What follows belongs to an exercise in optimizing a design on an open flow for small area, a short achievable clock period and few clock cycles per item; a production flow would make more cautious choices.
Function was checked by simulation only, so behaviour that the tests miss may differ from the original.
Power and IR drop assume default switching activity.

File: design.v
`timescale 1ns / 1ps
module ALU_unit(ctrl_sig,in1,in2,result);
    input [10:0] ctrl_sig;
    input [31:0] in1;
    input [31:0] in2;
    output [31:0] result;
    wire sub   = ctrl_sig[0];
    wire s_add = ctrl_sig[1];
    wire s_lt  = ctrl_sig[2];
    wire s_ltu = ctrl_sig[3];
    wire s_sh  = ctrl_sig[4];
    wire left  = ctrl_sig[5];
    wire arith = ctrl_sig[6];
    wire [3:0] tt = ctrl_sig[10:7];
    wire [33:0] sum_w = {1'b0,in1,1'b1} + {1'b0,in2,sub};
    wire [32:0] sum = sum_w[33:1];
    wire ltu = !sum[32];
    wire eq = &(in1 ^ in2);
    wire lt = (in1[31] == in2[31]) ? in1[31] : (in1[31] ? (!ltu && !eq) : ltu);
    wire cmp = (s_lt && lt) || (s_ltu && ltu);
    wire [31:0] logic_r = ({32{tt[3]}} & in1 & in2) | ({32{tt[2]}} & in1 & ~in2) |
                          ({32{tt[1]}} & ~in1 & in2);
    wire [31:0] in1_rev;
    genvar i;
    generate
      for (i = 0; i < 32; i = i + 1) begin : rev_in
        assign in1_rev[i] = in1[31-i];
      end
    endgenerate
    wire [31:0] sh_in = left ? in1_rev : in1;
    wire fill = arith && in1[31];
    wire [63:0] sh_wide = {{32{fill}}, sh_in} >> in2[4:0];
    wire [31:0] sh_r = sh_wide[31:0];
    wire [31:0] sh_rev;
    generate
      for (i = 0; i < 32; i = i + 1) begin : rev_out
        assign sh_rev[i] = sh_r[31-i];
      end
    endgenerate
    wire [31:0] sh_out = left ? sh_rev : sh_r;
    assign result = ({32{s_add}} & sum[31:0]) | ({32{s_sh}} & sh_out) |
                    logic_r | {31'b0, cmp};
endmodule
`timescale 1ns / 1ps
module control_unit(load,f7nz,func,ctrl_sig);
    input load;
    input f7nz;
    input [2:0] func;
    output reg [10:0] ctrl_sig;
    always@(*)
      if (load)
        ctrl_sig = {4'b1110,7'b0000000};         
      else if (!f7nz)
        case (func)
          3'b000: ctrl_sig = {4'b0000,7'b0000010};   
          3'b001: ctrl_sig = {4'b0000,7'b0110000};   
          3'b010: ctrl_sig = {4'b0000,7'b0000101};   
          3'b011: ctrl_sig = {4'b0000,7'b0001001};   
          3'b100: ctrl_sig = {4'b0110,7'b0000000};   
          3'b101: ctrl_sig = {4'b0000,7'b0010000};   
          3'b110: ctrl_sig = {4'b1110,7'b0000000};   
          default: ctrl_sig = {4'b1000,7'b0000000};  
        endcase
      else if (func == 3'b000)
        ctrl_sig = {4'b0000,7'b0000011};             
      else
        ctrl_sig = {4'b0000,7'b1010000};             
endmodule
`timescale 1ns / 1ps
module rd_group(d0,s0,d1,s1,d2,s2,y_n);
input d0,s0,d1,s1,d2,s2;
output y_n;
assign y_n = ~((d0 & s0) | (d1 & s1) | (d2 & s2));
endmodule
module rd_port(regs,sel,x0,xs0,x1,xs1,data);
input [1023:0] regs;
input [31:0] sel;
input [31:0] x0;
input xs0;
input [31:0] x1;
input xs1;
output [31:0] data;
genvar j, g;
generate
  for (j = 0; j < 32; j = j + 1) begin : bit_
    wire [11:0] gn;
    for (g = 0; g < 10; g = g + 1) begin : grp
      rd_group G(regs[(3*g)*32+j],sel[3*g],regs[(3*g+1)*32+j],sel[3*g+1],
                 regs[(3*g+2)*32+j],sel[3*g+2],gn[g]);
    end
    rd_group G10(regs[30*32+j],sel[30],regs[31*32+j],sel[31],x0[j],xs0,gn[10]);
    assign gn[11] = ~(x1[j] & xs1);
    assign data[j] = ~&gn;
  end
endgenerate
endmodule
module reg_bank(clk,rs1_hi,rs1_lo,rs2_hi,rs2_lo,ld_en,ld_data,fw1_en,fw2_en,
                rs1_data,rs2_data,rd_addr,rd_data,rd_we);
input  clk;
input [3:0] rs1_hi;
input [7:0] rs1_lo;
input [3:0] rs2_hi;
input [7:0] rs2_lo;
input ld_en;
input [31:0] ld_data;
input fw1_en;
input fw2_en;
output [31:0] rs1_data;
output [31:0] rs2_data;
input [4:0] rd_addr;
input [31:0] rd_data;
input rd_we;
 reg [31:0] Reg[0:31];
 wire [1023:0] regs;
 wire [31:0] sel1;
 wire [31:0] sel2;
 genvar i;
 generate
   for (i = 0; i < 32; i = i + 1) begin : flat
     assign regs[i*32+31:i*32] = Reg[i];
     assign sel1[i] = rs1_hi[i/8] && rs1_lo[i%8];
     assign sel2[i] = rs2_hi[i/8] && rs2_lo[i%8];
   end
 endgenerate
 rd_port P1(regs,sel1,rd_data,fw1_en,ld_data,ld_en,rs1_data);
 rd_port P2(regs,sel2,rd_data,fw2_en,32'b0,1'b0,rs2_data);
 always@ (posedge clk)
   begin
     if (rd_we)
       Reg[rd_addr] <= rd_data;
   end
endmodule
`timescale 1ns / 1ps
module fetch_decode_unit(clk,rst,in_valid,in_load,in_instr,in_data,
                         f_valid,f_load,f_data,f_rd,f_func,f_f7nz);
    input clk;
    input rst;
    input in_valid;
    input in_load;
    input [31:0] in_instr;
    input [31:0] in_data;
    output reg f_valid;
    output reg f_load;
    output reg [31:0] f_data;
    output reg [4:0] f_rd;
    output reg [2:0] f_func;
    output reg f_f7nz;
    always@(posedge clk)
    begin
      if (rst)
        f_valid <= 1'b0;
      else
        f_valid <= in_valid;
      f_load <= in_load;
      f_data <= in_data;
      f_rd <= in_instr[11:7];
      f_func <= in_instr[14:12];
      f_f7nz <= |in_instr[31:25];
    end
endmodule
`timescale 1ns / 1ps
module mips_rtype_core(clk,rst,in_valid,in_ready,in_load,in_instr,in_data,
                       out_valid,out_rd,out_data);
    input clk;
    input rst;
    input in_valid;
    output in_ready;
    input in_load;
    input [31:0] in_instr;
    input [31:0] in_data;
    output out_valid;
    output [4:0] out_rd;
    output [31:0] out_data;
    wire f_valid;
    wire f_load;
    wire [31:0] f_data;
    wire [4:0] f_rd;
    wire [2:0] f_func;
    wire f_f7nz;
    fetch_decode_unit IF_ID(clk,rst,in_valid,in_load,in_instr,in_data,
                            f_valid,f_load,f_data,f_rd,f_func,f_f7nz);
    reg x_valid;
    reg [4:0] x_rd;
    wire [31:0] result;
    wire [31:0] r_op1;
    wire [31:0] r_op2;
    reg [31:0] x_op1;
    reg [31:0] x_op2;
    wire [10:0] ctrl_sig;
    reg [10:0] x_ctrl;
    reg w_valid;
    reg [4:0] w_rd;
    reg [31:0] w_data;
    wire [4:0] in_rs1 = in_instr[19:15];
    wire [4:0] in_rs2 = in_instr[24:20];
    wire p1x = f_valid && f_rd == in_rs1;
    wire p2x = f_valid && f_rd == in_rs2;
    wire p1w = x_valid && x_rd == in_rs1;
    wire p2w = x_valid && x_rd == in_rs2;
    wire rd1 = !in_load && !p1x && !p1w;
    wire rd2 = !in_load && !p2x && !p2w;
    reg m1x, m2x, use_w1, use_w2;
    reg [3:0] rs1_hi;
    reg [7:0] rs1_lo;
    reg [3:0] rs2_hi;
    reg [7:0] rs2_lo;
    integer k;
    always@(posedge clk)
    begin
      m1x <= !in_load && p1x;
      m2x <= !in_load && p2x;
      use_w1 <= !in_load && !p1x && p1w;
      use_w2 <= !in_load && !p2x && p2w;
      for (k = 0; k < 4; k = k + 1)
        begin
          rs1_hi[k] <= rd1 && in_rs1[4:3] == k;
          rs2_hi[k] <= rd2 && in_rs2[4:3] == k;
        end
      for (k = 0; k < 8; k = k + 1)
        begin
          rs1_lo[k] <= in_rs1[2:0] == k;
          rs2_lo[k] <= in_rs2[2:0] == k;
        end
    end
    wire use_d1 = f_load;
    reg_bank Register(clk,rs1_hi,rs1_lo,rs2_hi,rs2_lo,use_d1,f_data,use_w1,use_w2,
                      r_op1,r_op2,w_rd,w_data,w_valid);
    control_unit IC(f_load,f_f7nz,f_func,ctrl_sig);
    always@(posedge clk)
    begin
      if (rst)
        x_valid <= 1'b0;
      else
        x_valid <= f_valid;
      x_rd <= f_rd;
      x_ctrl <= ctrl_sig;
      x_op1 <= r_op1 | (result & {32{m1x}});
      x_op2 <= (r_op2 | (result & {32{m2x}})) ^ {32{ctrl_sig[0]}};
    end
    ALU_unit IE(x_ctrl,x_op1,x_op2,result);
    always@(posedge clk)
    begin
      if (rst)
        w_valid <= 1'b0;
      else
        w_valid <= x_valid;
      w_rd <= x_rd;
      w_data <= result;
    end
    reg o_valid;
    reg [4:0] o_rd;
    reg [31:0] o_data;
    always@(posedge clk)
    begin
      if (rst)
        begin
          o_valid <= 1'b0;
          o_rd <= 5'b0;
          o_data <= 32'b0;
        end
      else
        begin
          o_valid <= x_valid;
          o_rd <= x_rd;
          o_data <= result;
        end
    end
    assign in_ready = 1'b1;
    assign out_valid = o_valid;
    assign out_rd = o_rd;
    assign out_data = o_data;
endmodule
File: flow/run.sh
#!/bin/bash
# The standard layout, with clock tree synthesis told not to add dummy loads,
# to cluster more registers under each leaf buffer and to use a strong root.
cd "$(dirname "$0")/.."
sed -n '1,200p' standard.sh > standard_sh_copy.log
export CTS_ARGS="-sink_clustering_enable -repair_clock_nets -dont_use_dummy_load -sink_clustering_size 16 -sink_clustering_max_diameter 60 -buf_list {sky130_fd_sc_hd__clkbuf_8 sky130_fd_sc_hd__clkbuf_16} -root_buf sky130_fd_sc_hd__clkbuf_16 -sink_clustering_buffer sky130_fd_sc_hd__clkbuf_8"
bash standard.sh > standard.log 2>&1
File: config.mk
export PLATFORM = sky130hd
export DESIGN_NAME = mips_rtype_core
export DESIGN_NICKNAME = mips_rtype_core
export VERILOG_FILES = /design/flow/design.v
export SDC_FILE = /design/flow/constraint.sdc
export NUM_CORES = 4
export LEC_CHECK = 0
export CAP_MARGIN = 20
export CORE_MARGIN = 2
export CORE_UTILIZATION = 40
export CTS_BUF_LIST = sky130_fd_sc_hd__clkbuf_4 sky130_fd_sc_hd__clkbuf_8
export CTS_CLUSTER_SIZE = 20
export SETUP_SLACK_MARGIN = 4.8
export SLEW_MARGIN = 20
export SYNTH_HIERARCHICAL = 1
File: constraint.sdc
create_clock -name core_clock -period 8.0 [get_ports {clk}]
set_input_delay 1.6000 -clock core_clock [delete_from_list [all_inputs] [get_ports {clk}]]
set_output_delay 1.6000 -clock core_clock [all_outputs]
set_load 0.01 [all_outputs]
File: standard.sh
#!/bin/bash
# synth_recipe.tcl (not shown) runs the flow's synth.tcl, then flattens the netlist and writes it again
# the make line also repeats each setting of config.mk as NAME=value (left out here)
make -C /OpenROAD-flow-scripts/flow DESIGN_CONFIG=/design/flow/config.mk WORK_HOME=/design/flow/orfs CLKGATE_MAP_FILE= SYNTH_SCRIPT=/design/flow/synth_recipe.tcl "${@:-finish}"
==> reports/summary.txt, run 1 <==
GLOBAL ROUTE
---------------------------------------------------------------------------------
Pin count of the biggest net entering global routing                           42
Initial antenna violation count                                                 7
Global Route Usage Sum                                                     29.35%
Global-route wire length before repair                                  282000 um
Overflow after GRT                                                              0
Via count of the first global-routing pass                                  38400

STA
---------------------------------------------------------------------------------
Final Max Slew Viols                                                            0
Hold Fails Final Rpt                                                            0
Max-slew headroom                                                          17.42%
Unrepaired setup endpoints after global routing                              true
Transition time of the tightest slew-check pin                            1239 ps
Final-layout setup total negative slack                                      0 ps
Setup violation total in the final timing report                                0
Time the worst path needs with I/O delays and setup                       3244 ps
Maximum clock skew at final layout                                       127.0 ps
Fmax                                                                    308.2 MHz
Final worst-path cycle share                                               40.55%

FINISH
---------------------------------------------------------------------------------
Leading cell type in the layout, fill and taps excluded                  edfxtp_1
Area of the multi-input gates                                           17660 um2
Leading cell types in the layout, fill and taps excluded             edfxtp_1 (1024), a222oi_1 (706), dfxtp_1 (190), buf_4 (175), nand4_1 (140)
Total area of sequential cells                                          35340 um2
# nets final                                                                 3776
Ratio of cells with drive above 1 in the final layout                      15.30%
Fillcell total                                                              11440
Synthesis-to-layout area growth                                            12.89%

CLOCK TREE
---------------------------------------------------------------------------------
Register clock-pin slew on the reported worst setup and hold paths         100 ps
H-Tree Level Count                                                              3
Deepest clock path buffer count                                                 3
Number of clock sinks seen by CTS                                            1250
Clock tree root driver cell                                             clkbuf_16
Clock buffer count from CTS                                                    99
Source-to-sink clock delay at the later pin of the worst-skew pair         740 ps
CTS tree                                                                      yes
# hold bufs at CTS                                                              0

CRITICAL PATH
---------------------------------------------------------------------------------
Crit. Startpoint                                                     x_ctrl[5]$_DFF_P_
Number of cells on the worst reg-to-reg path                                   10
Nature of the critical path endpoint                                         flop
Capture instance of the worst register-to-register path              x_op1[19]$_DFF_P_
Most repeated library cell on the critical path                            mux4_2
CP Max Fanout                                                                   8
R2r startpoint                                                       x_ctrl[5]$_DFF_P_
CP top delay family                                                  multiplexers
CP max stage delay                                                         540 ps
Cell with the largest stage delay on the worst path                        mux4_2
Required time of the critical path                                        8560 ps
Buffering stage count on the worst path with inverters included                 2
CP Cell Sequence                                                     buf_12 > mux4_2 > mux4_2 > and2_1 > o31a_1 > mux2_4 > a221oi_2 > o21ai_2 > buf_4 > a21o_1
Data arrival time of the critical path                                    3810 ps
Startpoint types                                                             flop
Type of the worst setup path                                         flop to flop
Register-to-register setup slack                                          4760 ps

ROUTING
---------------------------------------------------------------------------------
Wire length reported by the detailed router                             204300 um
Count of nets left with antenna violations after detail routing                 0
Vias after detailed routing                                                 39730
DR WL/cell                                                               37.69 um
Starting DRT DRC Count                                                       9246
Detailed-route DRC error count                                                  0
1st-pass router iterations                                                     11
Routed vias/inst                                                            7.327

PWR
---------------------------------------------------------------------------------
Worst supply voltage drop on vdd                                      0.0001574 V
PnR Total Power                                                          13510 uW
Leakage                                                                0.01939 uW
Power density normalized to cell area                                227.8 nW/um2

SYNTH
---------------------------------------------------------------------------------
Synthesized cell area                                                   52540 um2
Number of instances in the synthesized netlist                               3346
Synth Area per Inst                                                     15.70 um2
Synthesis Warnings                                                             10

RUN
---------------------------------------------------------------------------------
Max-Cap Viols                                                                   0

WORST HOLD PATH
---------------------------------------------------------------------------------
Hold path endpoint                                                   x_rd[2]$_DFF_P_
Min-Delay Startpoint                                                 IF_ID.f_rd[2]$_DFF_P_
Hold-critical path depth                                                        0
Class of the tightest hold or removal check                          flop to flop

PLACED DESIGN
---------------------------------------------------------------------------------
RD Place Congestion                                                        0.9301
Number of port buffers                                                         98
Post-DP HPWL                                                            113500 um

FLOORPLAN
---------------------------------------------------------------------------------
Area of the die                                                        134300 um2
Core box area                                                          130000 um2
Total I/O pin count                                                           107
Die Wd                                                                   366.4 um
Number of core rows                                                           132
Die Y-Extent                                                             366.4 um
Effective utilization at floorplan                                         40.42%

OUTCOME
---------------------------------------------------------------------------------
Status                                                   timing/DRC/antenna clean

through the flow:
stage                     hold WS [ps]  worst slack [ps]  util (%)  instance area [um2]  cells
after floorplan                  373.0              5062         -                52710   3382
after global placement           397.5              3570     43.59                56660   5265
after detailed placement         388.1              3584     43.59                56660   5265
after CTS                        402.8              4729     45.25                58820   5397
after global routing             423.8              4678     45.63                59310   5420
final                            398.8              4756     45.63                59310   5422
where the power goes:
part           switching (uW)  total [uW]  internal, uW
clock network            2010        3220          1210
logic                    1510        2390           885
registers                 309        7900          7590
worst reg2reg max path: stages, from the launching register on:
cell and delay [ps]:
dfxtp_4 400, buf_12 140, mux4_2 540, mux4_2 540, and2_1 210, o31a_1 260, mux2_4 280, a221oi_2 240
o21ai_2 170, buf_4 210, a21o_1 150
sequential cells by signal, indices dropped and copies added, names as in the netlist, 8 cells and up:
register	flops
Register.Reg	1024
w_data	32
x_ctrl	10
x_op2	32
rs2_lo	8
rs1_lo	8
o_data	32
x_op1	32
IF_ID.f_data	32
how the worst max path moves through the flow:
stage / endpoint / cells past startpoint
after global routing: x_op1[19]$_DFF_P_ / 11
after CTS: x_op2[21]$_DFF_P_ / 11
after floorplan: x_op2[21]$_DFF_P_ / 13
after detailed placement: x_op2[21]$_DFF_P_ / 10
after global placement: x_op2[21]$_DFF_P_ / 10
final: x_op1[19]$_DFF_P_ / 10
metal layers:
metal  part of all wire, %  GRT usage (%)  vias to the layer above
met4                   5.4          14.13                        6
met5                 0.020              0                        -
met2                    43          43.89                     3451
met3                    16          11.07                      713
met1                    35          37.51                    19680
li1                      -              -                    15880
final cells by class:
| type | count | share of cell area, % |
|---|---|---|
| sequential | 1250 | 59.58 |
| multi-input combinational | 2014 | 29.77 |
| inverter | 22 | 0.1519 |
| antenna | 7 | 0.02953 |
| timing repair inverter | 1 | 0.008438 |
| tap | 1742 | 3.675 |
| clock buffer | 99 | 2.468 |
| timing repair buffer | 287 | 4.314 |
repair_timing:
action | 4_1_cts | 5_1_grt
buffers inserted | 31 | 18
pin swaps | 13 | 16
resized for setup | 106 | 82
cloned | 2 | 0
endpoints found under the setup margin | 134 | 72
Testbench counts, summed over its fixed seeds: cycles 24,016, items 24,000.
==> inputs of run 2 (changes only) <==
--- a/design.v
+++ b/design.v
@@ -253,17 +253,11 @@
     always@(posedge clk)
     begin
       if (rst)
-        begin
-          o_valid <= 1'b0;
-          o_rd <= 5'b0;
-          o_data <= 32'b0;
-        end
-      else
-        begin
-          o_valid <= x_valid;
-          o_rd <= x_rd;
-          o_data <= result;
-        end
+        o_valid <= 1'b0;
+      else
+        o_valid <= x_valid;
+      o_rd <= x_rd;
+      o_data <= result;
     end
     assign in_ready = 1'b1;
     assign out_valid = o_valid;
==> flow/run.sh (replaced) <==
#!/bin/bash
# The standard layout, with clock tree synthesis told not to add dummy loads,
# to cluster more registers under each leaf buffer and to use a strong root.
cd "$(dirname "$0")/.."
sed -n '1,200p' standard.sh > standard_sh_copy.log
export CTS_ARGS="-sink_clustering_enable -repair_clock_nets -dont_use_dummy_load -sink_clustering_size 12 -sink_clustering_max_diameter 50 -buf_list {sky130_fd_sc_hd__clkbuf_8 sky130_fd_sc_hd__clkbuf_16} -root_buf sky130_fd_sc_hd__clkbuf_16 -sink_clustering_buffer sky130_fd_sc_hd__clkbuf_8"
bash standard.sh > standard.log 2>&1
--- a/config.mk
+++ b/config.mk
@@ -10,6 +10,6 @@
 export CORE_UTILIZATION = 40
 export CTS_BUF_LIST = sky130_fd_sc_hd__clkbuf_4 sky130_fd_sc_hd__clkbuf_8
 export CTS_CLUSTER_SIZE = 20
-export SETUP_SLACK_MARGIN = 4.8
+export SETUP_SLACK_MARGIN = 5.0
 export SLEW_MARGIN = 20
 export SYNTH_HIERARCHICAL = 1
==> reports/summary.txt, run 2 <==
CRITICAL PATH
---------------------------------------------------------------------------------
Register-to-register setup slack                                          4830 ps
Capture instance of the worst register-to-register path              x_op2[19]$_DFF_P_
Type of the worst setup path                                         flop to flop
Nature of the critical path endpoint                                         flop
R2r startpoint                                                       x_op2[0]$_DFF_P_
CP Max Fanout                                                                  15
Required time of the critical path                                        8590 ps
Data arrival time of the critical path                                    3760 ps
Number of cells on the worst reg-to-reg path                                   12
Startpoint types                                                             flop

WORST HOLD PATH
---------------------------------------------------------------------------------
Hold path endpoint                                                   w_rd[2]$_DFF_P_
Min-Delay Startpoint                                                 x_rd[2]$_DFF_P_
Hold-critical path depth                                                        0
Class of the tightest hold or removal check                          flop to flop

ROUTING
---------------------------------------------------------------------------------
Count of nets left with antenna violations after detail routing                 0
Vias after detailed routing                                                 40860
DR WL/cell                                                               39.82 um
Length of routed met3 wiring                                             37030 um
Detailed-route DRC error count                                                  0
Post-route met1 wirelength                                               75980 um
Starting DRT DRC Count                                                       9755
Top Layer Used                                                               met5
Routed wl met2                                                           91930 um
Wire length reported by the detailed router                             215900 um
Routed vias/inst                                                            7.535
1st-pass router iterations                                                     14

PLACED DESIGN
---------------------------------------------------------------------------------
RD Place Congestion                                                        0.9434
Post-placement worst setup slack                                          3890 ps
Post-DP Area                                                            55570 um2
Post-DP HPWL                                                            114100 um
Number of port buffers                                                         98

FLOORPLAN
---------------------------------------------------------------------------------
Area of the die                                                        131800 um2
Die Y-Extent                                                             363.0 um
Core box area                                                          127700 um2
Die Wd                                                                   363.0 um
Number of core rows                                                           131
Effective utilization at floorplan                                         40.37%
Total I/O pin count                                                           107

SYNTH
---------------------------------------------------------------------------------
Synthesis Warnings                                                             10
Number of instances in the synthesized netlist                               3268
Synthesized cell area                                                   51550 um2
Synth Area per Inst                                                     15.77 um2

PWR
---------------------------------------------------------------------------------
Combinational share of power                                                23.2%
Net switching fraction of the power                                        29.00%
Worst supply voltage drop on vdd                                      0.0001415 V
Power density normalized to cell area                                242.2 nW/um2
Switching power summed over all nets                                      4306 uW
Internal Pwr Total                                                       10540 uW
Sequential Power Share                                                      51.3%
Leakage                                                                0.02050 uW
Clock Power Share                                                           25.5%

CLOCK TREE
---------------------------------------------------------------------------------
CTS tree                                                                      yes
Clock tree root driver cell                                             clkbuf_16
H-Tree Level Count                                                              4
Register clock-pin slew on the reported worst setup and hold paths          80 ps
Deepest clock path buffer count                                                 3
Clock buffer count from CTS                                                   134
Source-to-sink clock delay at the later pin of the worst-skew pair         770 ps
Number of clock sinks seen by CTS                                            1213

GLOBAL ROUTE
---------------------------------------------------------------------------------
Initial antenna violation count                                                21
Global Route Usage Sum                                                     31.80%
Pin count of the biggest net entering global routing                           41
Overflow after GRT                                                              0
Global-route wire length before repair                                  295000 um
Via count of the first global-routing pass                                  38950

FINISH
---------------------------------------------------------------------------------
Ratio of cells with drive above 1 in the final layout                      22.12%
Synthesis-to-layout area growth                                            18.91%
Largest register FFs                                                         1024
Post-route design area                                                  61300 um2
# nets final                                                                 3859
Register name with the most flops                                    Register.Reg
Leading cell type in the layout, fill and taps excluded                  edfxtp_1
Fillcell total                                                              10840
Leading cell types in the layout, fill and taps excluded             edfxtp_1 (1024), a222oi_1 (706), buf_4 (230), nand4_1 (140), dfxtp_1 (122)

STA
---------------------------------------------------------------------------------
Minimum setup slack in the final design                                   4835 ps
Final worst-path cycle share                                               39.57%
Time the worst path needs with I/O delays and setup                       3165 ps
Setup violation total in the final timing report                                0
Transition time of the tightest slew-check pin                            1338 ps
Unrepaired setup endpoints after global routing                              true
Maximum clock skew at final layout                                       99.43 ps
Max-slew headroom                                                          10.83%
Worst slack on hold paths                                                368.4 ps
Hold Fails Final Rpt                                                            0
Final-layout setup total negative slack                                      0 ps
Final Max Slew Viols                                                            0
Fmax                                                                    315.9 MHz

RUN
---------------------------------------------------------------------------------
Max-Cap Viols                                                                   0

OUTCOME
---------------------------------------------------------------------------------
Status                                                   timing/DRC/antenna clean

[run 2: cell types whose count changed in the layout (fill, tap and decap cells not counted), moves of 14 or more]
| cell | delta |
|---|---|
| dfxtp_1 | -68 |
| buf_4 | +55 |
| dfxtp_4 | +43 |
| nor2b_1 | -35 |
| bufbuf_16 | +29 |
| buf_12 | +28 |
| clkbuf_8 | +27 |
| clkdlybuf4s50_1 | -26 |
| buf_6 | +17 |
| buf_2 | +16 |
| a21oi_1 | -14 |
[run 2: power groups by stage]
stage	sequential [uW]	combinational, uW	clock (uW)
after floorplan	7850	1060	0
after global placement	7710	2180	0
after CTS	7600	3130	3790
after global routing	7620	3540	4040
after detailed placement	7710	2190	0
final	7620	3450	3780
[run 2: per-layer routing]
layer / global-route usage, % / vias to the layer above
li1: - / 16000
met1: 41.76 / 20500
met2: 46.53 / 3707
met3: 12.43 / 642
met4: 14.03 / 16
met5: 0.2542 / -
[run 2: cell type report]
class	instances	area [um2]	share of cell area, %
well taps	1662	2079	3.392
flip-flops and latches	1213	34740	56.68
repair buffers	409	4592	7.491
diodes	4	10.01	0.01633
repair inverters	1	5.005	0.008165
clock buffers	134	2036	3.321
multi-input cells	1977	17740	28.95
inverters	22	87.58	0.1429
[run 2: critical path, stage by stage, from the launching register on]
cell      delay, ps
dfxtp_4         460
buf_4           190
buf_16          170
nand3b_1        170
o31ai_4         120
mux4_2          520
and2_1          180
o31a_1          270
mux2_4          310
a221oi_2        240
o21ai_2         140
a21oi_2         200
xnor2_1          70
[run 2: worst max-delay path by stage]
stage	cells after the start	slack [ps]	startpoint	to
after floorplan	13	5080	x_op2[0]$_DFF_P_	x_op2[21]$_DFF_P_
after global placement	8	3960	x_op1[8]$_DFF_P_	x_op2[31]$_DFF_P_
after detailed placement	8	3890	x_op1[8]$_DFF_P_	x_op2[31]$_DFF_P_
after CTS	11	4870	x_op2[0]$_DFF_P_	x_op2[19]$_DFF_P_
after global routing	12	4750	x_op2[0]$_DFF_P_	x_op2[19]$_DFF_P_
final	12	4830	x_op2[0]$_DFF_P_	x_op2[19]$_DFF_P_
[run 2: through the flow]
stage	utilization (%)	power (uW)	std cells
floorplan	-	8911	3304
global placement	43.53	9888	5107
detailed placement	43.53	9901	5107
CTS	47.42	14520	5374
global route	48.00	15200	5418
finish	48.01	14850	5422
[run 2: timing repair]
item / 4_1_cts / 5_1_grt
resized for setup: 480 / 96
buffers inserted: 99 / 43
endpoints found under the setup margin: 134 / 70
gates cloned: 34 / 1
hold buffers: 0 / 0
pin swaps: 30 / 44
Testbench counts of run 2, summed over its fixed seeds: cycles 24,016, items 24,000.

==> what the ideal ports hide <==
The flow's constraints put no driver on any port. The routed layouts listed below were extracted and timed again, unchanged, in two steps.
Step 1: set_driving_cell puts a clkbuf_16 on clk and a buf_2 on each other input, an assumption about the parent block.
Step 2 adds t to the input delays and takes it off the output delays; t is the mean of the earliest and latest rising clock arrival at the registers after step 1. Input paths then give back, and output paths get back, about the clock's delay inside the block.
a / b / c = ideal / step 1 / step 2; a / b = the first two.
| run | t, ns | slack for setup (ns) | slew at the worst register clock pin (ns) | worst slew at a driven data input, ns | pins driven straight from the clock port |
|---|---|---|---|---|---|
| run 1 | 0.752 | 4.756 / 4.756 / 4.642 | 0.11 / 0.11 | 0.08 | 1 |
| run 2 | 0.799 | 4.835 / 4.835 / 4.604 | 0.09 / 0.09 | 0.09 | 1 |
After both steps every run listed still meets setup and hold. The setup slack of run 2, which loses most, moves by 0.000 ns with the drivers and by -0.231 ns with both steps.
